Context: an optimization exercise on an open-source flow, tuned for small area, a short achievable clock period and few clock cycles per item. The choices shown serve that exercise and are no tape-out recipe. In this exercise RTL edits were held to simulation tests only and were not proved equivalent to the original. No activity file was given, so power comes from the tool's default toggle rates.

==> design/flow/design.v <==
`timescale 1ns / 1ps
module registro(
	input wire clk,reset,enable,
	input wire [28-1:0] D,
	output wire [28-1:0] Q
 );
reg [28-1:0] Q_actual,Q_next;
always@(posedge clk , posedge reset)
if(reset)
	Q_actual <=28'b0;
else
	Q_actual<= Q_next;
always @*
if(enable)
	Q_next = D;
else
	Q_next = Q_actual;
assign Q = Q_next;
endmodule
`timescale 1ns / 1ps
module registroaux(
	input wire clk,reset,
	input wire [28-1:0] D,
	output reg [28-1:0] Q
 );
always@(posedge clk,posedge reset)
if(reset)
	Q <= 0;
else
	Q <= D;
endmodule
`timescale 1ns / 1ps
module registroespecial(
	input wire clk,reset,
	input wire [2*28-1:0] D,
	output reg [2*28-1:0] Q
 );
always@(posedge clk,posedge reset)
if(reset)
	Q <= 0;
else
	Q <= D;
endmodule
`timescale 1ns / 1ps
module concatenar
(
	input wire signed [28-1:0] entrada,
	output wire signed [2*28-1:0] salida
    );
wire [31:0] aux;
wire [31:0] aux1;
assign aux = 32'h00000000;
assign aux1 = 32'hffffffff;	 
assign salida = (entrada[28-1]==0) ? {2'b00,aux[12-1:0],entrada[12+15-1:0],aux[15-1:0]}:
					  {2'b11,aux1[12-1:0],entrada[12+15-1:0],aux[15-1:0]};
endmodule
`timescale 1ns / 1ps
module multiplicador
	(
		input wire signed [28-1:0]num1,
		input wire signed [28-1:0]num2,
		output wire signed [2*28-1:0] result
    );
	assign result = num1*num2;
endmodule
`timescale 1ns / 1ps
module sumador
	(
	input wire signed [2*28-1:0]num1,
	input wire signed [2*28-1:0]num2,
	output wire signed [2*28-1:0]result
    );
wire signed [2*28-1:0]aux;
wire [65:0]aux1,aux2;
assign aux1 = 66'h00000000000000000;
assign aux2 = 66'hfffffffffffffffff;
assign aux = num1 + num2;
assign result = (num1[2*28-1]==0 && num2[2*28-1]==0 && aux[2*28-1]==1) ? {2'b00,aux2[2*28-3:0]}:
					 (num1[2*28-1]==1 && num2[2*28-1]==1 && aux[2*28-1]==0) ? {2'b11,aux1[2*28-3:0]}:
					  aux;
endmodule
`timescale 1ns / 1ps
module truncamiento
	(
	input wire signed [2*28-1:0] dato,
	output wire signed [28-1:0]resultado
    );
wire [31:0]aux1,aux0;
assign aux0 = 32'h00000000;
assign aux1 = 32'hffffffff;
assign resultado = (dato[2*28-1]==0 && dato[2*28-3:(2*15)+12]==0) ? {dato[2*28-1],dato[(2*15)+12-1:15]}:
					    (dato[2*28-1]==0 && dato[2*28-3:(2*15)+12]>0) ? {dato[2*28-1],aux1[(12+15)-1:0]}:
						 (dato[2*28-1]==1 && dato[2*28-3:(2*15)+12]==aux1[12-1:0]) ? {dato[2*28-1],dato[(2*15)+12-1:15]}:
					    {dato[2*28-1],aux0[(12+15)-1:0]};
endmodule
`timescale 1ns / 1ps
module unidadaritmetica(
	input wire [28-1:0] dato1,dato2,dato3,
	input wire clk, reset,
	output wire [28-1:0] resultado
    );
wire [2*28-1:0] resumulti,concatenado,resusuma,q4,q5,q6;
wire [28-1:0] q1,q2,q3,saltrunca;
concatenar concatenador (
    .entrada(q3), 
    .salida(concatenado)
    );
multiplicador multi (
    .num1(q1), 
    .num2(q2), 
    .result(resumulti)
    );
sumador suma (
    .num1(q4), 
    .num2(q5), 
    .result(resusuma)
    );
truncamiento trunca (
    .dato(q6), 
    .resultado(saltrunca)
    );
registroaux bloque1 (
    .clk(clk), 
    .reset(reset), 
    .D(dato1), 
    .Q(q1)
    );
registroaux bloque2 (
    .clk(clk), 
    .reset(reset), 
    .D(dato2), 
    .Q(q2)
    );
registroaux bloque3 (
    .clk(clk), 
    .reset(reset), 
    .D(dato3), 
    .Q(q3)
    );
registroespecial bloque4 (
    .clk(clk), 
    .reset(reset), 
    .D(concatenado), 
    .Q(q4)
    );
registroespecial bloque5 (
    .clk(clk), 
    .reset(reset), 
    .D(resumulti), 
    .Q(q5)
    );
registroespecial bloque6 (
    .clk(clk), 
    .reset(reset), 
    .D(resusuma), 
    .Q(q6)
    );
registroaux bloque7 (
    .clk(clk), 
    .reset(reset), 
    .D(saltrunca), 
    .Q(resultado)
    );
endmodule
`timescale 1ns / 1ps
module muxpa20(
	input wire [2:0] controlS,controlZ,
	input wire [1:0] controlC,
	input wire [28-1:0] fk,fk1,fk2,yk,Uk,acum1,acum2,acum3, 
	output wire [28-1:0] muxS,muxC,muxZ         
    );
parameter s = 28-(15+2);
localparam [28-1:0]
		  auno={{s{1'b0}},17'b01111111101111100},
		  ados={{s{1'b1}},17'b11000000010000100},
		  bcero={{s{1'b0}},17'b00111111110111110},
		  buno={{s{1'b1}},17'b10000000010000100},
		  bdos={{s{1'b0}},17'b00111111110111110},
		  cero={{s{1'b0}},17'b00000000000000000};
assign muxS = 		 (controlS == 3'b000) ?   cero : 
                   (controlS == 3'b001) ?   auno : 
						 (controlS == 3'b010) ?   ados : 
						 (controlS == 3'b011) ?   bcero : 
						 (controlS == 3'b100) ?   buno: 
						 (controlS == 3'b101) ?   bdos :						 
                      cero ;
assign muxC = 		 (controlC == 2'b00) ?   cero : 
                   (controlC == 2'b01) ?   fk1 : 
						 (controlC == 2'b10) ?   fk2  : 
						 (controlC == 2'b11) ?   fk : 						 
                      cero ;
assign muxZ = 		 (controlZ == 3'b000) ?   cero : 
                   (controlZ == 3'b001) ?   Uk : 
						 (controlZ == 3'b010) ?   yk : 
						 (controlZ == 3'b011) ?   acum1: 
						 (controlZ == 3'b100) ?   acum2: 
						 (controlZ == 3'b101) ?   acum3:
                      cero ;
endmodule
`timescale 1ns / 1ps
module muxpa200(
	input wire [2:0] controlS,controlZ,
	input wire [1:0] controlC,
	input wire [28-1:0] fk,fk1,fk2,yk,Uk,acum1,acum2,acum3, 
	output wire [28-1:0] muxS,muxC,muxZ         
    );
parameter s = 28-(15+2);
localparam [28-1:0]
		  auno={{s{1'b0}},17'b01111101011100001},
		  ados={{s{1'b1}},17'b11000010100001111},
		  bcero={{s{1'b0}},17'b01000000000000000},
		  buno={{s{1'b1}},17'b10000000000000000},
		  bdos={{s{1'b0}},17'b01000000000000000},
		  cero={{s{1'b0}},17'b00000000000000000};
assign muxS = 		 (controlS == 3'b000) ?   cero : 
                   (controlS == 3'b001) ?   auno : 
						 (controlS == 3'b010) ?   ados : 
						 (controlS == 3'b011) ?   bcero : 
						 (controlS == 3'b100) ?   buno: 
						 (controlS == 3'b101) ?   bdos :						 
                      cero ;
assign muxC = 		 (controlC == 2'b00) ?   cero : 
                   (controlC == 2'b01) ?   fk1 : 
						 (controlC == 2'b10) ?   fk2  : 
						 (controlC == 2'b11) ?   fk : 						 
                      cero ;
assign muxZ = 		 (controlZ == 3'b000) ?   cero : 
                   (controlZ == 3'b001) ?   Uk : 
						 (controlZ == 3'b010) ?   yk : 
						 (controlZ == 3'b011) ?   acum1: 
						 (controlZ == 3'b100) ?   acum2: 
						 (controlZ == 3'b101) ?   acum3:
                      cero ;
endmodule
`timescale 1ns / 1ps
module muxpa5000(
	input wire [2:0] controlS,controlZ,
	input wire [1:0] controlC,
	input wire [28-1:0] fk,fk1,fk2,yk,Uk,acum1,acum2,acum3, 
	output wire [28-1:0] muxS,muxC,muxZ         
    );
parameter s = 28-(15+2);
localparam [28-1:0]
		  auno={{s{1'b0}},17'b01000010001111010},
		  ados={{s{1'b1}},17'b11101000011101100},
		  bcero={{s{1'b0}},17'b00100110011100011},
		  buno={{s{1'b1}},17'b10110011001000110},
		  bdos={{s{1'b0}},17'b00100110011100011},
		  cero={{s{1'b0}},17'b00000000000000000};
assign muxS = 		 (controlS == 3'b000) ?   cero : 
                   (controlS == 3'b001) ?   auno : 
						 (controlS == 3'b010) ?   ados : 
						 (controlS == 3'b011) ?   bcero : 
						 (controlS == 3'b100) ?   buno: 
						 (controlS == 3'b101) ?   bdos :						 
                      cero ;
assign muxC = 		 (controlC == 2'b00) ?   cero : 
                   (controlC == 2'b01) ?   fk1 : 
						 (controlC == 2'b10) ?   fk2  : 
						 (controlC == 2'b11) ?   fk : 						 
                      cero ;
assign muxZ = 		 (controlZ == 3'b000) ?   cero : 
                   (controlZ == 3'b001) ?   Uk : 
						 (controlZ == 3'b010) ?   yk : 
						 (controlZ == 3'b011) ?   acum1: 
						 (controlZ == 3'b100) ?   acum2: 
						 (controlZ == 3'b101) ?   acum3:
                      cero ;
endmodule
`timescale 1ns / 1ps
module muxpb200(
	input wire [2:0] controlS,controlZ,
	input wire [1:0] controlC,
	input wire [28-1:0] fk,fk1,fk2,yk,Uk,acum1,acum2,acum3, 
	output wire [28-1:0] muxS,muxC,muxZ         
    );
parameter s = 28-(15+2);
localparam [28-1:0]
		  auno={{s{1'b0}},17'b01111101011100001},
		  ados={{s{1'b1}},17'b11000010100001111},
		  bcero={{s{1'b0}},17'b00000000000000110},
		  buno={{s{1'b0}},17'b00000000000001101},
		  bdos={{s{1'b0}},17'b00000000000000110},
		  cero={{s{1'b0}},17'b00000000000000000};
assign muxS = 		 (controlS == 3'b000) ?   cero : 
                   (controlS == 3'b001) ?   auno : 
						 (controlS == 3'b010) ?   ados : 
						 (controlS == 3'b011) ?   bcero : 
						 (controlS == 3'b100) ?   buno: 
						 (controlS == 3'b101) ?   bdos :						 
                      cero ;
assign muxC = 		 (controlC == 2'b00) ?   cero : 
                   (controlC == 2'b01) ?   fk1 : 
						 (controlC == 2'b10) ?   fk2  : 
						 (controlC == 2'b11) ?   fk : 						 
                      cero ;
assign muxZ = 		 (controlZ == 3'b000) ?   cero : 
                   (controlZ == 3'b001) ?   Uk : 
						 (controlZ == 3'b010) ?   yk : 
						 (controlZ == 3'b011) ?   acum1: 
						 (controlZ == 3'b100) ?   acum2: 
						 (controlZ == 3'b101) ?   acum3:
                      cero ;
endmodule
`timescale 1ns / 1ps
module muxpb20000(
	input wire [2:0] controlS,controlZ,
	input wire [1:0] controlC,
	input wire [28-1:0] fk,fk1,fk2,yk,Uk,acum1,acum2,acum3, 
	output wire [28-1:0] muxS,muxC,muxZ         
    );
parameter s = 28-(15+2);
localparam [28-1:0]
		  auno={{s{1'b1}},17'b10011010001011011},
		  ados={{s{1'b1}},17'b11010101101001110},
		  bcero={{s{1'b0}},17'b00110100000010110},
		  buno={{s{1'b0}},17'b01101000000100000},
		  bdos={{s{1'b0}},17'b00110100000010110},
		  cero={{s{1'b0}},17'b00000000000000000};
assign muxS = 		 (controlS == 3'b000) ?   cero : 
                   (controlS == 3'b001) ?   auno : 
						 (controlS == 3'b010) ?   ados : 
						 (controlS == 3'b011) ?   bcero : 
						 (controlS == 3'b100) ?   buno: 
						 (controlS == 3'b101) ?   bdos :						 
                      cero ;
assign muxC = 		 (controlC == 2'b00) ?   cero : 
                   (controlC == 2'b01) ?   fk1 : 
						 (controlC == 2'b10) ?   fk2  : 
						 (controlC == 2'b11) ?   fk : 						 
                      cero ;
assign muxZ = 		 (controlZ == 3'b000) ?   cero : 
                   (controlZ == 3'b001) ?   Uk : 
						 (controlZ == 3'b010) ?   yk : 
						 (controlZ == 3'b011) ?   acum1: 
						 (controlZ == 3'b100) ?   acum2: 
						 (controlZ == 3'b101) ?   acum3:
                      cero ;
endmodule
`timescale 1ns / 1ps
module muxpb5000(
	input wire [2:0] controlS,controlZ,
	input wire [1:0] controlC,
	input wire [28-1:0] fk,fk1,fk2,yk,Uk,acum1,acum2,acum3, 
	output wire [28-1:0] muxS,muxC,muxZ         
    );
parameter s = 28-(15+2);
localparam [28-1:0]
		  auno={{s{1'b0}},17'b01000010001111010},
		  ados={{s{1'b1}},17'b11101000011101100},
		  bcero={{s{1'b0}},17'b00000101010100100},
		  buno={{s{1'b0}},17'b00001010101001001},
		  bdos={{s{1'b0}},17'b00000101010100100},
		  cero={{s{1'b0}},17'b00000000000000000};
assign muxS = 		 (controlS == 3'b000) ?   cero : 
                   (controlS == 3'b001) ?   auno : 
						 (controlS == 3'b010) ?   ados : 
						 (controlS == 3'b011) ?   bcero : 
						 (controlS == 3'b100) ?   buno: 
						 (controlS == 3'b101) ?   bdos :						 
                      cero ;
assign muxC = 		 (controlC == 2'b00) ?   cero : 
                   (controlC == 2'b01) ?   fk1 : 
						 (controlC == 2'b10) ?   fk2  : 
						 (controlC == 2'b11) ?   fk : 						 
                      cero ;
assign muxZ = 		 (controlZ == 3'b000) ?   cero : 
                   (controlZ == 3'b001) ?   Uk : 
						 (controlZ == 3'b010) ?   yk : 
						 (controlZ == 3'b011) ?   acum1: 
						 (controlZ == 3'b100) ?   acum2: 
						 (controlZ == 3'b101) ?   acum3:
                      cero ;
endmodule
`timescale 1ns / 1ps
module filtropa20(
	input wire clk,reset,en1,en2,en3,en4,en5,en6,en7,
	input wire [2:0] selmuxS,selmuxZ,
	input wire [1:0] selmuxC,
	input wire [28-1:0] uk,
	output wire [28-1:0] yk
    );
wire [28-1:0] fk,fk1,fk2,acum,dato1,dato2,dato3,resarit,a1,a2,a3;
muxpa20 mux1 (
    .controlS(selmuxS), 
    .controlC(selmuxC), 
    .controlZ(selmuxZ), 
    .fk(fk), 
    .fk1(fk1), 
    .fk2(fk2), 
    .yk(acum), 
    .Uk(uk), 
	 .acum1(a1), 
    .acum2(a2), 
    .acum3(a3), 
    .muxS(dato1), 
    .muxC(dato2), 
    .muxZ(dato3)
    );
registro YKpa20 (
    .clk(clk), 
    .reset(reset), 
    .enable(en1), 
    .D(resarit), 
    .Q(acum)
    );
registro FKpa20 (
    .clk(clk), 
    .reset(reset), 
    .enable(en2), 
    .D(resarit), 
    .Q(fk)
    );
registro FK1pa20 (
    .clk(clk), 
    .reset(reset), 
    .enable(en3), 
    .D(fk), 
    .Q(fk1)
    );
registro FK2pa20 (
    .clk(clk), 
    .reset(reset), 
    .enable(en4), 
    .D(fk1), 
    .Q(fk2)
    );
registro acum1pa20 (
    .clk(clk), 
    .reset(reset), 
    .enable(en5), 
    .D(resarit), 
    .Q(a1)
    );
registro acum2pa20 (
    .clk(clk), 
    .reset(reset), 
    .enable(en6), 
    .D(resarit), 
    .Q(a2)
    );
registro acum3pa20 (
    .clk(clk), 
    .reset(reset), 
    .enable(en7), 
    .D(resarit), 
    .Q(a3)
    );
unidadaritmetica aritpa20 (
    .dato1(dato1), 
    .dato2(dato2), 
    .dato3(dato3), 
    .clk(clk), 
    .reset(reset), 
    .resultado(resarit)
    );
assign yk = acum;
endmodule
`timescale 1ns / 1ps
module filtropa200(
	input wire clk,reset,en1,en2,en3,en4,en5,en6,en7,
	input wire [2:0] selmuxS,selmuxZ,
	input wire [1:0] selmuxC,
	input wire [28-1:0] uk,
	output wire [28-1:0] yk
    );
wire [28-1:0] fk,fk1,fk2,acum,dato1,dato2,dato3,resarit,a1,a2,a3;
muxpa200 mux2 (
    .controlS(selmuxS), 
    .controlC(selmuxC), 
    .controlZ(selmuxZ), 
    .fk(fk), 
    .fk1(fk1), 
    .fk2(fk2), 
    .yk(acum), 
    .Uk(uk), 
	 .acum1(a1), 
    .acum2(a2), 
    .acum3(a3), 
    .muxS(dato1), 
    .muxC(dato2), 
    .muxZ(dato3)
    );
registro YKpa200 (
    .clk(clk), 
    .reset(reset), 
    .enable(en1), 
    .D(resarit), 
    .Q(acum)
    );
registro FKpa200 (
    .clk(clk), 
    .reset(reset), 
    .enable(en2), 
    .D(resarit), 
    .Q(fk)
    );
registro FK1pa200 (
    .clk(clk), 
    .reset(reset), 
    .enable(en3), 
    .D(fk), 
    .Q(fk1)
    );
registro FK2pa200 (
    .clk(clk), 
    .reset(reset), 
    .enable(en4), 
    .D(fk1), 
    .Q(fk2)
    );
registro acum1pa200 (
    .clk(clk), 
    .reset(reset), 
    .enable(en5), 
    .D(resarit), 
    .Q(a1)
    );
registro acum2pa200 (
    .clk(clk), 
    .reset(reset), 
    .enable(en6), 
    .D(resarit), 
    .Q(a2)
    );
registro acum3pa200 (
    .clk(clk), 
    .reset(reset), 
    .enable(en7), 
    .D(resarit), 
    .Q(a3)
    );
unidadaritmetica aritpa200 (
    .dato1(dato1), 
    .dato2(dato2), 
    .dato3(dato3), 
    .clk(clk), 
    .reset(reset), 
    .resultado(resarit)
    );
assign yk = acum;
endmodule
`timescale 1ns / 1ps
module filtropa5000(
	input wire clk,reset,en1,en2,en3,en4,en5,en6,en7,
	input wire [2:0] selmuxS,selmuxZ,
	input wire [1:0] selmuxC,
	input wire [28-1:0] uk,
	output wire [28-1:0] yk
    );
wire [28-1:0] fk,fk1,fk2,acum,dato1,dato2,dato3,resarit,a1,a2,a3;
muxpa5000 mux3 (
    .controlS(selmuxS), 
    .controlC(selmuxC), 
    .controlZ(selmuxZ), 
    .fk(fk), 
    .fk1(fk1), 
    .fk2(fk2), 
    .yk(acum), 
    .Uk(uk), 
	 .acum1(a1), 
    .acum2(a2), 
    .acum3(a3), 
    .muxS(dato1), 
    .muxC(dato2), 
    .muxZ(dato3)
    );
registro YKpa5k (
    .clk(clk), 
    .reset(reset), 
    .enable(en1), 
    .D(resarit), 
    .Q(acum)
    );
registro FKpa5k (
    .clk(clk), 
    .reset(reset), 
    .enable(en2), 
    .D(resarit), 
    .Q(fk)
    );
registro FK1pa5k (
    .clk(clk), 
    .reset(reset), 
    .enable(en3), 
    .D(fk), 
    .Q(fk1)
    );
registro FK2pa5k (
    .clk(clk), 
    .reset(reset), 
    .enable(en4), 
    .D(fk1), 
    .Q(fk2)
    );
registro acum1pa5k (
    .clk(clk), 
    .reset(reset), 
    .enable(en5), 
    .D(resarit), 
    .Q(a1)
    );
registro acum2pa5k (
    .clk(clk), 
    .reset(reset), 
    .enable(en6), 
    .D(resarit), 
    .Q(a2)
    );
registro acum3pa5k (
    .clk(clk), 
    .reset(reset), 
    .enable(en7), 
    .D(resarit), 
    .Q(a3)
    );
unidadaritmetica aritpa5k (
    .dato1(dato1), 
    .dato2(dato2), 
    .dato3(dato3), 
    .clk(clk), 
    .reset(reset), 
    .resultado(resarit)
    );
assign yk = acum;
endmodule
`timescale 1ns / 1ps
module filtropb200(
	input wire clk,reset,en1,en2,en3,en4,en5,en6,en7,
	input wire [2:0] selmuxS,selmuxZ,
	input wire [1:0] selmuxC,
	input wire [28-1:0] uk,
	output wire [28-1:0] yk
    );
wire [28-1:0] fk,fk1,fk2,acum,dato1,dato2,dato3,resarit,a1,a2,a3;
muxpb200 mux4 (
    .controlS(selmuxS), 
    .controlC(selmuxC), 
    .controlZ(selmuxZ), 
    .fk(fk), 
    .fk1(fk1), 
    .fk2(fk2), 
    .yk(acum), 
    .Uk(uk), 
	 .acum1(a1), 
    .acum2(a2), 
    .acum3(a3), 
    .muxS(dato1), 
    .muxC(dato2), 
    .muxZ(dato3)
    );
registro YKpb200 (
    .clk(clk), 
    .reset(reset), 
    .enable(en1), 
    .D(resarit), 
    .Q(acum)
    );
registro FKpb200 (
    .clk(clk), 
    .reset(reset), 
    .enable(en2), 
    .D(resarit), 
    .Q(fk)
    );
registro FK1pb200 (
    .clk(clk), 
    .reset(reset), 
    .enable(en3), 
    .D(fk), 
    .Q(fk1)
    );
registro FK2pb200 (
    .clk(clk), 
    .reset(reset), 
    .enable(en4), 
    .D(fk1), 
    .Q(fk2)
    );
registro acum1pb200 (
    .clk(clk), 
    .reset(reset), 
    .enable(en5), 
    .D(resarit), 
    .Q(a1)
    );
registro acum2pb200 (
    .clk(clk), 
    .reset(reset), 
    .enable(en6), 
    .D(resarit), 
    .Q(a2)
    );
registro acum3pb200 (
    .clk(clk), 
    .reset(reset), 
    .enable(en7), 
    .D(resarit), 
    .Q(a3)
    );
unidadaritmetica aritpb200 (
    .dato1(dato1), 
    .dato2(dato2), 
    .dato3(dato3), 
    .clk(clk), 
    .reset(reset), 
    .resultado(resarit)
    );
assign yk = acum;
endmodule
`timescale 1ns / 1ps
module filtropb20000(
	input wire clk,reset,en1,en2,en3,en4,en5,en6,en7,
	input wire [2:0] selmuxS,selmuxZ,
	input wire [1:0] selmuxC,
	input wire [28-1:0] uk,
	output wire [28-1:0] yk
    );
wire [28-1:0] fk,fk1,fk2,acum,dato1,dato2,dato3,resarit,a1,a2,a3;
muxpb20000 mux5 (
    .controlS(selmuxS), 
    .controlC(selmuxC), 
    .controlZ(selmuxZ), 
    .fk(fk), 
    .fk1(fk1), 
    .fk2(fk2), 
    .yk(acum), 
    .Uk(uk), 
	 .acum1(a1), 
    .acum2(a2), 
    .acum3(a3), 
    .muxS(dato1), 
    .muxC(dato2), 
    .muxZ(dato3)
    );
registro YKpb20k (
    .clk(clk), 
    .reset(reset), 
    .enable(en1), 
    .D(resarit), 
    .Q(acum)
    );
registro FKpb20k (
    .clk(clk), 
    .reset(reset), 
    .enable(en2), 
    .D(resarit), 
    .Q(fk)
    );
registro FK1pb20k (
    .clk(clk), 
    .reset(reset), 
    .enable(en3), 
    .D(fk), 
    .Q(fk1)
    );
registro FK2pb20k (
    .clk(clk), 
    .reset(reset), 
    .enable(en4), 
    .D(fk1), 
    .Q(fk2)
    );
registro acum1pb20k (
    .clk(clk), 
    .reset(reset), 
    .enable(en5), 
    .D(resarit), 
    .Q(a1)
    );
registro acum2pb20k (
    .clk(clk), 
    .reset(reset), 
    .enable(en6), 
    .D(resarit), 
    .Q(a2)
    );
registro acum3pb20k (
    .clk(clk), 
    .reset(reset), 
    .enable(en7), 
    .D(resarit), 
    .Q(a3)
    );
unidadaritmetica aritpb20k (
    .dato1(dato1), 
    .dato2(dato2), 
    .dato3(dato3), 
    .clk(clk), 
    .reset(reset), 
    .resultado(resarit)
    );
assign yk = acum;
endmodule
`timescale 1ns / 1ps
module filtropb5000(
	input wire clk,reset,en1,en2,en3,en4,en5,en6,en7,
	input wire [2:0] selmuxS,selmuxZ,
	input wire [1:0] selmuxC,
	input wire [28-1:0] uk,
	output wire [28-1:0] yk
    );
wire [28-1:0] fk,fk1,fk2,acum,dato1,dato2,dato3,resarit,a1,a2,a3;
muxpb5000 mux6 (
    .controlS(selmuxS), 
    .controlC(selmuxC), 
    .controlZ(selmuxZ), 
    .fk(fk), 
    .fk1(fk1), 
    .fk2(fk2), 
    .yk(acum), 
    .Uk(uk), 
	 .acum1(a1), 
    .acum2(a2), 
    .acum3(a3), 
    .muxS(dato1), 
    .muxC(dato2), 
    .muxZ(dato3)
    );
registro YKpb5k (
    .clk(clk), 
    .reset(reset), 
    .enable(en1), 
    .D(resarit), 
    .Q(acum)
    );
registro FKpb5k (
    .clk(clk), 
    .reset(reset), 
    .enable(en2), 
    .D(resarit), 
    .Q(fk)
    );
registro FK1pb5k (
    .clk(clk), 
    .reset(reset), 
    .enable(en3), 
    .D(fk), 
    .Q(fk1)
    );
registro FK2pb5k (
    .clk(clk), 
    .reset(reset), 
    .enable(en4), 
    .D(fk1), 
    .Q(fk2)
    );
registro acum1pb5k (
    .clk(clk), 
    .reset(reset), 
    .enable(en5), 
    .D(resarit), 
    .Q(a1)
    );
registro acum2pb5k (
    .clk(clk), 
    .reset(reset), 
    .enable(en6), 
    .D(resarit), 
    .Q(a2)
    );
registro acum3pb5k (
    .clk(clk), 
    .reset(reset), 
    .enable(en7), 
    .D(resarit), 
    .Q(a3)
    );
unidadaritmetica aritpb5k (
    .dato1(dato1), 
    .dato2(dato2), 
    .dato3(dato3), 
    .clk(clk), 
    .reset(reset), 
    .resultado(resarit)
    );
assign yk = acum;
endmodule
`timescale 1ns / 1ps
module ControlUnidadArit
(
	input wire clk,reset,  
	input wire datolisto, 
	output reg en1,en2,en3,en4,en5,en6,en7,resultadolisto, 
	output reg [2:0] muxS, muxZ, 
	output reg [1:0] muxC  
);
localparam [4:0]  
	espera = 5'b00000,
	oper1 = 5'b00001,
	wait11 = 5'b00010,
	wait12 = 5'b00011,
	wait13 = 5'b00100,
	wait14 = 5'b00101,
	oper2 = 5'b00110,
	wait21 = 5'b00111,
	wait22 = 5'b01000,
	wait23 = 5'b01001,
	wait24 = 5'b01010,
	oper3 = 5'b01011,
	wait31 = 5'b01100,
	wait32 = 5'b01101,
	wait33 = 5'b01110,
	wait34 = 5'b01111,
	oper4 = 5'b10000,
	wait41 = 5'b10001,
	wait42 = 5'b10010,
	wait43 = 5'b10011,
	wait44 = 5'b10100,
	oper5 = 5'b10101,
	wait51 = 5'b10110,
	wait52 = 5'b10111,
	wait53 = 5'b11000,
	wait54 = 5'b11001,
	oper6 = 5'b11010,
	result = 5'b11011;
reg [4:0] estadoactual, estadosig;  
always@(posedge clk, posedge reset)
begin
	if(reset)
		estadoactual <= espera;
	else
		estadoactual <= estadosig;
end
always@*
begin
	estadosig = estadoactual;
	en1 = 0;
	en2 = 0;
	en3 = 0;
	en4 = 0;
	en5 = 0;
	en6 = 0;
	en7 = 0;
	muxS = 3'b000;
	muxC = 2'b00;
	muxZ = 3'b000;
	resultadolisto = 0;
	case(estadoactual)
		espera:
			if(datolisto)
				estadosig = oper1;
		oper1:
		begin
		muxS = 3'b001;
		muxC = 2'b01;
		muxZ = 3'b001;
		estadosig = wait11;			
		end				
		wait11:
		estadosig = wait12;
		wait12:
		estadosig = wait13;
		wait13:
		estadosig = wait14;
		wait14:
		begin
		en5 = 1;
		estadosig = oper2;
		end
		oper2:
		begin
		muxS = 3'b010;
		muxC = 2'b10;
		muxZ = 3'b011;
		estadosig = wait21;
		end
		wait21:
		estadosig = wait22;
		wait22:
		estadosig = wait23;	
		wait23:
		estadosig = wait24;
		wait24:
		begin
		en2 = 1;
		estadosig = oper3;
		end
		oper3:
		begin
		muxS = 3'b011;
		muxC = 2'b11;
		muxZ = 3'b000;
		estadosig = wait31;
		end
		wait31:
		estadosig = wait32;
		wait32:
		estadosig = wait33;
		wait33:
		estadosig = wait34;
		wait34:
		begin
		en6 = 1;
		estadosig = oper4;
		end
		oper4:
		begin
		muxS = 3'b100;
		muxC = 2'b01;
		muxZ = 3'b100;
		estadosig = wait41;
		end	
		wait41:
		estadosig = wait42;
		wait42:
		estadosig = wait43;
		wait43:
		estadosig = wait44;
		wait44:
		begin
		en7 = 1;
		estadosig = oper5;
		end
		oper5:
		begin
		muxS = 3'b101;
		muxC = 2'b10;
		muxZ = 3'b101;
		estadosig = wait51;
		end	
		wait51:
		estadosig = wait52;
		wait52:
		estadosig = wait53;
		wait53:	
		estadosig = wait54;
		wait54:
		begin
		en1 = 1;		
		estadosig = oper6;
		end
		oper6:
			begin
			en4 = 1;
			estadosig = result;
			end
		result:
			begin
			estadosig = espera;
			resultadolisto = 1;
			en3 = 1;
			end
		default: 
			estadosig = espera;
	endcase
end
endmodule
`timescale 1ns / 1ps
module UnidadFiltrado(
	input wire clk,reset,datolisto,
	input wire [28-1:0] uk,
	output wire [28-1:0] yk1,yk2,yk3,
	output wire resultlisto
    );
wire nextop,enb1,enb2,enb3,enb4,enb5,enb6,enb7,ena1,ena2,ena3,ena4,ena5,ena6,ena7;
wire [2:0] muxbS,muxbZ,muxaS,muxaZ;
wire [1:0] muxbC,muxaC;
wire [28-1:0] aux1,aux2,aux3;
filtropa20 FiltroPasaAlta20Hz (
    .clk(clk), 
    .reset(reset), 
    .en1(ena1), 
    .en2(ena2), 
    .en3(ena3), 
    .en4(ena4), 
    .en5(ena5), 
    .en6(ena6), 
    .en7(ena7), 
    .selmuxS(muxaS), 
    .selmuxZ(muxaZ), 
    .selmuxC(muxaC), 
    .uk(uk), 
    .yk(aux1)
    );
filtropa200 FiltroPasaAlta200Hz (
    .clk(clk), 
    .reset(reset), 
    .en1(ena1), 
    .en2(ena2), 
    .en3(ena3), 
    .en4(ena4), 
    .en5(ena5), 
    .en6(ena6), 
    .en7(ena7), 
    .selmuxS(muxaS), 
    .selmuxZ(muxaZ), 
    .selmuxC(muxaC), 
    .uk(uk), 
    .yk(aux2)
    );
filtropa5000 FiltroPasaAlta5KHz (
    .clk(clk), 
    .reset(reset), 
    .en1(ena1), 
    .en2(ena2), 
    .en3(ena3), 
    .en4(ena4), 
    .en5(ena5), 
    .en6(ena6), 
    .en7(ena7), 
    .selmuxS(muxaS), 
    .selmuxZ(muxaZ), 
    .selmuxC(muxaC), 
    .uk(uk), 
    .yk(aux3)
    );
filtropb200 FiltroPasaBaja200Hz (
    .clk(clk), 
    .reset(reset), 
    .en1(enb1), 
    .en2(enb2), 
    .en3(enb3), 
    .en4(enb4), 
    .en5(enb5), 
    .en6(enb6), 
    .en7(enb7), 
    .selmuxS(muxbS), 
    .selmuxZ(muxbZ), 
    .selmuxC(muxbC), 
    .uk(aux1), 
    .yk(yk1)
    );
filtropb20000 FiltroPasaBaja20KHz (
    .clk(clk), 
    .reset(reset), 
    .en1(enb1), 
    .en2(enb2), 
    .en3(enb3), 
    .en4(enb4), 
    .en5(enb5), 
    .en6(enb6), 
    .en7(enb7), 
    .selmuxS(muxbS), 
    .selmuxZ(muxbZ), 
    .selmuxC(muxbC), 
    .uk(aux3), 
    .yk(yk3)
    );
filtropb5000 FiltroPasaBaja5KHz (
    .clk(clk), 
    .reset(reset), 
    .en1(enb1), 
    .en2(enb2), 
    .en3(enb3), 
    .en4(enb4), 
    .en5(enb5), 
    .en6(enb6), 
    .en7(enb7), 
    .selmuxS(muxbS), 
    .selmuxZ(muxbZ), 
    .selmuxC(muxbC), 
    .uk(aux2), 
    .yk(yk2)
    );
ControlUnidadArit ControlPB (
    .clk(clk), 
    .reset(reset), 
    .datolisto(nextop), 
    .en1(enb1), 
    .en2(enb2), 
    .en3(enb3), 
    .en4(enb4), 
    .en5(enb5), 
    .en6(enb6), 
    .en7(enb7), 
    .resultadolisto(resultlisto), 
    .muxS(muxbS), 
    .muxZ(muxbZ), 
    .muxC(muxbC)
    );
ControlUnidadArit ControlPA (
    .clk(clk), 
    .reset(reset), 
    .datolisto(datolisto), 
    .en1(ena1), 
    .en2(ena2), 
    .en3(ena3), 
    .en4(ena4), 
    .en5(ena5), 
    .en6(ena6), 
    .en7(ena7), 
    .resultadolisto(nextop), 
    .muxS(muxaS), 
    .muxZ(muxaZ), 
    .muxC(muxaC)
    );
endmodule
==> design/flow/run.sh <==
#!/bin/bash
# synth_recipe.tcl (not shown) runs the flow's synth.tcl, then flattens the netlist and writes it again
# the make line also repeats each setting of config.mk as NAME=value (left out here)
make -C /OpenROAD-flow-scripts/flow DESIGN_CONFIG=/design/flow/config.mk WORK_HOME=/design/flow/orfs CLKGATE_MAP_FILE= SYNTH_SCRIPT=/design/flow/synth_recipe.tcl finish
==> design/flow/config.mk <==
export PLATFORM = sky130hd
export DESIGN_NAME = UnidadFiltrado
export DESIGN_NICKNAME = UnidadFiltrado
export VERILOG_FILES = /design/flow/design.v
export SDC_FILE = /design/flow/constraint.sdc
export NUM_CORES = 4
export LEC_CHECK = 0
export CAP_MARGIN = 20
export CORE_MARGIN = 2
export CORE_UTILIZATION = 40
export SLEW_MARGIN = 20
==> design/flow/constraint.sdc <==
create_clock -name core_clock -period 9.0 [get_ports {clk}]
set_input_delay 1.8000 -clock core_clock [delete_from_list [all_inputs] [get_ports {clk}]]
set_output_delay 1.8000 -clock core_clock [all_outputs]
set_load 0.01 [all_outputs]
==> impl_results.md <==
* First-pass GRT wire length at 810 mm
* Arrival time worst endpoint at approximately 9300 ps
* Standby leakage power at 116 nW
* Type of the worst setup path: reg -> reg
* Async S/R FF share, synth at 100%
* Post-DR vias/cell at about 5
* Clock transition at the registers of the reported paths at around 60 ps
* Minimum clock period after layout at 8550 ps
* I/O pin total at 116
* Number of clock sinks at 2369
* Number of failing hold endpoints at the final stage at 0
* Pin count of the biggest net entering global routing at 189
* Syn Area/Cell at 11.0 um2
* Most repeated cell in the gate-level netlist after synthesis: sky130_fd_sc_hd__inv_1
* Netlist area before placement at between 150000 and 200000 um2
* Cell internal power dissipation at about 27 mW
* Unique masters post-synth at roughly 100
* Number of failing setup endpoints in the final timing report at 0
* Worst-skew pair later-pin latency at around 950 ps
* Share of Yosys cell area claimed by the top area cell type at 30.6%
* Result of the run: finished clean
* Area Overhead vs Synth at 8.78%
* Fraction of the yosys area taken by sequential cells at 29.8%
* Buffer depth of the longest clock path at 4
* Largest stage delay on the critical path at ~700 ps
* Maximum level of the CTS H-tree at 4
* Number of placement rows at around 260
* Startpoint class of the critical path: flop
* IR Drop Worst-Case VDD at about 0.18 mV
* Timing-limited maximum frequency at 0.117 GHz
* Net switching component of the power at 17.8 mW
* Vias in the first global route at 134k
* Count of hold buffers inserted by post-cts repair at 0
* CTS tree: done
* Number of enable flip-flop cells after synthesis at 0
* Tcrit/Tclk final at 95.0%
* Floorplan die width at 709 um
* Pre-CTS WS at 274 ps
* Remaining DRCs at 0
* Routed wire length at 510 mm
* MaxCap Viol Count at 0
* Net Count, Synth at 22.6k
* Die area at 503000 um2
* Hold wc startpoint: FiltroPasaAlta200Hz.aritpa200.bloque3.Q[12]$_DFF_PP0_
* Routed via count at 125k
* Residual antenna-violating net count after detailed routing at 0
* Cell Count Post-Placement at 24.4k
* Sequential cell fraction of total power at about a third
* Cell types occupying the most area after synthesis: sky130_fd_sc_hd__fa_1, sky130_fd_sc_hd__dfrtp_1, sky130_fd_sc_hd__ha_1
* Fillers at 46.9k
* Number of iterations in the first detailed-routing pass at 5
* Number of max-slew violations in the final report at 0
* GP Congestion at 0.931
* Crit path from: FiltroPasaBaja200Hz.aritpb200.bloque1.Q[26]$_DFF_PP0_
* Library cell occupying the most area in the post-synthesis netlist: sky130_fd_sc_hd__fa_1
* Tot GR Track Use at 20.8%
* Initial DRC Count at 8002
* Final cell count without fillers at 24.8k
* Library cell appearing most often on the critical path: sky130_fd_sc_hd__fa_1
* Number of port buffers at 115
* Final instance area at 216000 um2
* Main flop type after synthesis: sky130_fd_sc_hd__dfrtp_1
* Startpoint of the most critical register-to-register path: FiltroPasaBaja200Hz.aritpb200.bloque1.Q[26]$_DFF_PP0_
* Critical Path Slowest Stage Cell: sky130_fd_sc_hd__dfrtp_4
* Post-place instance area at 208000 um2
* Register-to-register setup slack at 450 ps
* RSZ-0062 raised after global routing: no
* Clock network fraction of design power at 22.8%
* Switching power as a share of total power at 40.0%
* Worst setup skew after layout at 85.3 ps
* Buffer and inverter count on the worst path at 4
* Die Y-Extent at 709 um
* Max-slew headroom at 25.9%
* Type of destination of the critical path: flop
* Starting utilization of the core area at 40.1%
* Total power consumption of the routed design at 44.4 mW
* Required @ worst endpoint at 9770 ps
* Cell count after synthesis at approximately 18k
* Cell at the root of the clock tree: sky130_fd_sc_hd__clkbuf_16
* Path class of the lowest-slack min-delay path: reg -> reg
* CORE AREA at 496000 um2
* Cell class contributing the biggest share of worst-path delay: adder cells
* Minimum setup slack in the final design at 451 ps
* Synth top cells by count: sky130_fd_sc_hd__inv_1, sky130_fd_sc_hd__fa_1, sky130_fd_sc_hd__dfrtp_1
* Flop and latch count out of synthesis at 2369
* Share of layout cells above drive strength 1 at 8.60%
* Logic pwr share at 43.4%
* PwrDens at approximately 210 nW/um2
* Half-perimeter wire length after detailed placement at 405 mm
* Antenna violations before repair at 28
* Setup total negative slack at 0 ps
* Number of warnings printed during yosys synthesis at 5
* Total congestion overflow at 0
* Wire length per cell after detailed routing at 20.5 um
* Number of buffers created by CTS at 228
* Worst-path maximum fanout at 33
* Least-Margin Pin Slew at 1110 ps
* Net count reported at finish at approximately 23k
## path summary, 6_finish.rpt
kind,to,cells past startpoint
worst max-delay path,FiltroPasaBaja200Hz.aritpb200.bloque5.Q[45]$_DFF_PP0_,27
worst min-delay path,FiltroPasaAlta200Hz.aritpa200.bloque4.Q[27]$_DFF_PP0_,0
worst max register to register,FiltroPasaBaja200Hz.aritpb200.bloque5.Q[45]$_DFF_PP0_,27
worst min register to register,FiltroPasaAlta200Hz.aritpa200.bloque4.Q[27]$_DFF_PP0_,0
max in group asynchronous,FiltroPasaAlta20Hz.aritpa20.bloque1.Q[14]$_DFF_PP0_,4
min in group asynchronous,FiltroPasaBaja20KHz.YKpb20k.Q_actual[11]$_DFF_PP0_,2
## flip-flops by register name, indices dropped and copies added (netlist names), 40 cells and up
register and count:
FiltroPasaAlta20Hz.aritpa20.bloque6.Q 40, FiltroPasaBaja20KHz.aritpb20k.bloque6.Q 40, FiltroPasaAlta5KHz.aritpa5k.bloque5.Q 41, FiltroPasaAlta200Hz.aritpa200.bloque5.Q 41
FiltroPasaAlta20Hz.aritpa20.bloque5.Q 41, FiltroPasaAlta5KHz.aritpa5k.bloque6.Q 40, FiltroPasaBaja200Hz.aritpb200.bloque5.Q 41, FiltroPasaBaja5KHz.aritpb5k.bloque6.Q 40
FiltroPasaBaja20KHz.aritpb20k.bloque5.Q 41, FiltroPasaBaja5KHz.aritpb5k.bloque5.Q 41, FiltroPasaAlta200Hz.aritpa200.bloque6.Q 40, FiltroPasaBaja200Hz.aritpb200.bloque6.Q 40
## repair_timing
action,CTS,global route
endpoints found under the setup margin,0,19
resized for setup,0,6
buffers inserted,0,3
## worst reg2reg max path: cells and delay by family, from the launching register on
kind	cells	cell delay, ps
AO/OA/AOI/OAI	10	1750
XOR/XNOR	1	140
adder cells (fa/ha/maj)	9	4650
buffers and inverters	4	410
flip-flops	1	700
AND/OR/NAND/NOR	3	760
## routing by layer
metal  up-vias  track usage, %  wire length, um
li1      56711               -                -
met2      2583            33.5           239000
met3       544            2.47            24200
met1     64895            30.1           234000
met4         2            4.67            12400
met5         -               0               13
## metrics by stage
| step | hold slack [ps] | utilization, % |
|---|---|---|
| detailed placement | 335 | 42.0 |
| global placement | 331 | 42.0 |
| floorplan | 331 | - |
| CTS | 319 | 43.6 |
| global route | 331 | 43.6 |
| finish | 323 | 43.6 |
## power groups by stage
stage | clock [mW] | sequential, mW | combinational [mW]
detailed placement | 0 | 15.2 | 19.1
global placement | 0 | 15.1 | 19.0
CTS | 10.4 | 15.0 | 19.4
finish | 10.2 | 15.0 | 19.3
global route | 10.8 | 15.2 | 21.8
floorplan | 0 | 14.1 | 13.8
## cells in the final DEF (no fill, tap or decap), types with 115 or more instances in the layout
cell,netlist,final
sky130_fd_sc_hd__clkbuf_16,0,230
sky130_fd_sc_hd__fa_1,3038,3036
sky130_fd_sc_hd__xor2_1,202,202
sky130_fd_sc_hd__inv_1,3499,3491
sky130_fd_sc_hd__a21o_1,439,439
sky130_fd_sc_hd__o21ai_0,600,582
sky130_fd_sc_hd__nor2_1,421,414
sky130_fd_sc_hd__and2_1,655,653
sky130_fd_sc_hd__buf_4,3,211
sky130_fd_sc_hd__a21oi_1,579,578
sky130_fd_sc_hd__nand2_1,1603,1592
sky130_fd_sc_hd__xnor2_1,232,232
sky130_fd_sc_hd__mux2i_1,126,126
sky130_fd_sc_hd__mux2_2,774,774
sky130_fd_sc_hd__clkdlybuf4s50_1,0,115
sky130_fd_sc_hd__dfrtp_1,2369,2351
sky130_fd_sc_hd__ha_1,1474,1474
## logic make-up after synthesis
family,Yosys count,share of synthesized area [%]
adder cells (fa/ha/maj),4512,39.8
buffers and inverters,4160,7.86
AND/OR/NAND/NOR,3210,7.51
XOR/XNOR,434,1.91
other,1,0.00188
multiplexers,900,5.01
flip-flops,2369,29.8
AO/OA/AOI/OAI,2464,8.07
## cell type report
cell class / count / area (um2) / area share, %
Clock buffer: 324 / 6580 / 3.04
Sequential cell: 2369 / 59300 / 27.4
Tap cell: 6655 / 8330 / 3.85
Multi-Input combinational cell: 11521 / 124000 / 57.5
Clock inverter: 94 / 1280 / 0.592
Inverter: 3503 / 13200 / 6.08
Timing Repair Buffer: 355 / 3300 / 1.52
Antenna cell: 18 / 45.0 / 0.0208
Testbench counts, summed over its fixed seeds: cycles 69,128, samples 1,280.

==> afterwards: timing with drivers on the ports <==
The flow's constraints put no driver on any port. The routed layout listed below was extracted and timed again, unchanged, in two steps. Step 1 assumes that a clkbuf_16 drives the clock port and a buf_2 every other input. Step 2 adds t to the input delays and takes it off the output delays; t is the mean of the earliest and latest rising clock arrival at the registers after step 1. Input paths then give back, and output paths get back, about the clock's delay inside the block. Slacks: no drivers / after step 1 / after step 2; pairs: no drivers / after step 1.
t, ns: 1.012
setup slack, ns: 0.451 / 0.451 / 0.451
worst setup path after step 2: register to register
After both steps setup and hold are still met in this run. For this run, drivers alone change the setup slack by 0.000 ns; drivers and shift together by 0.000 ns.
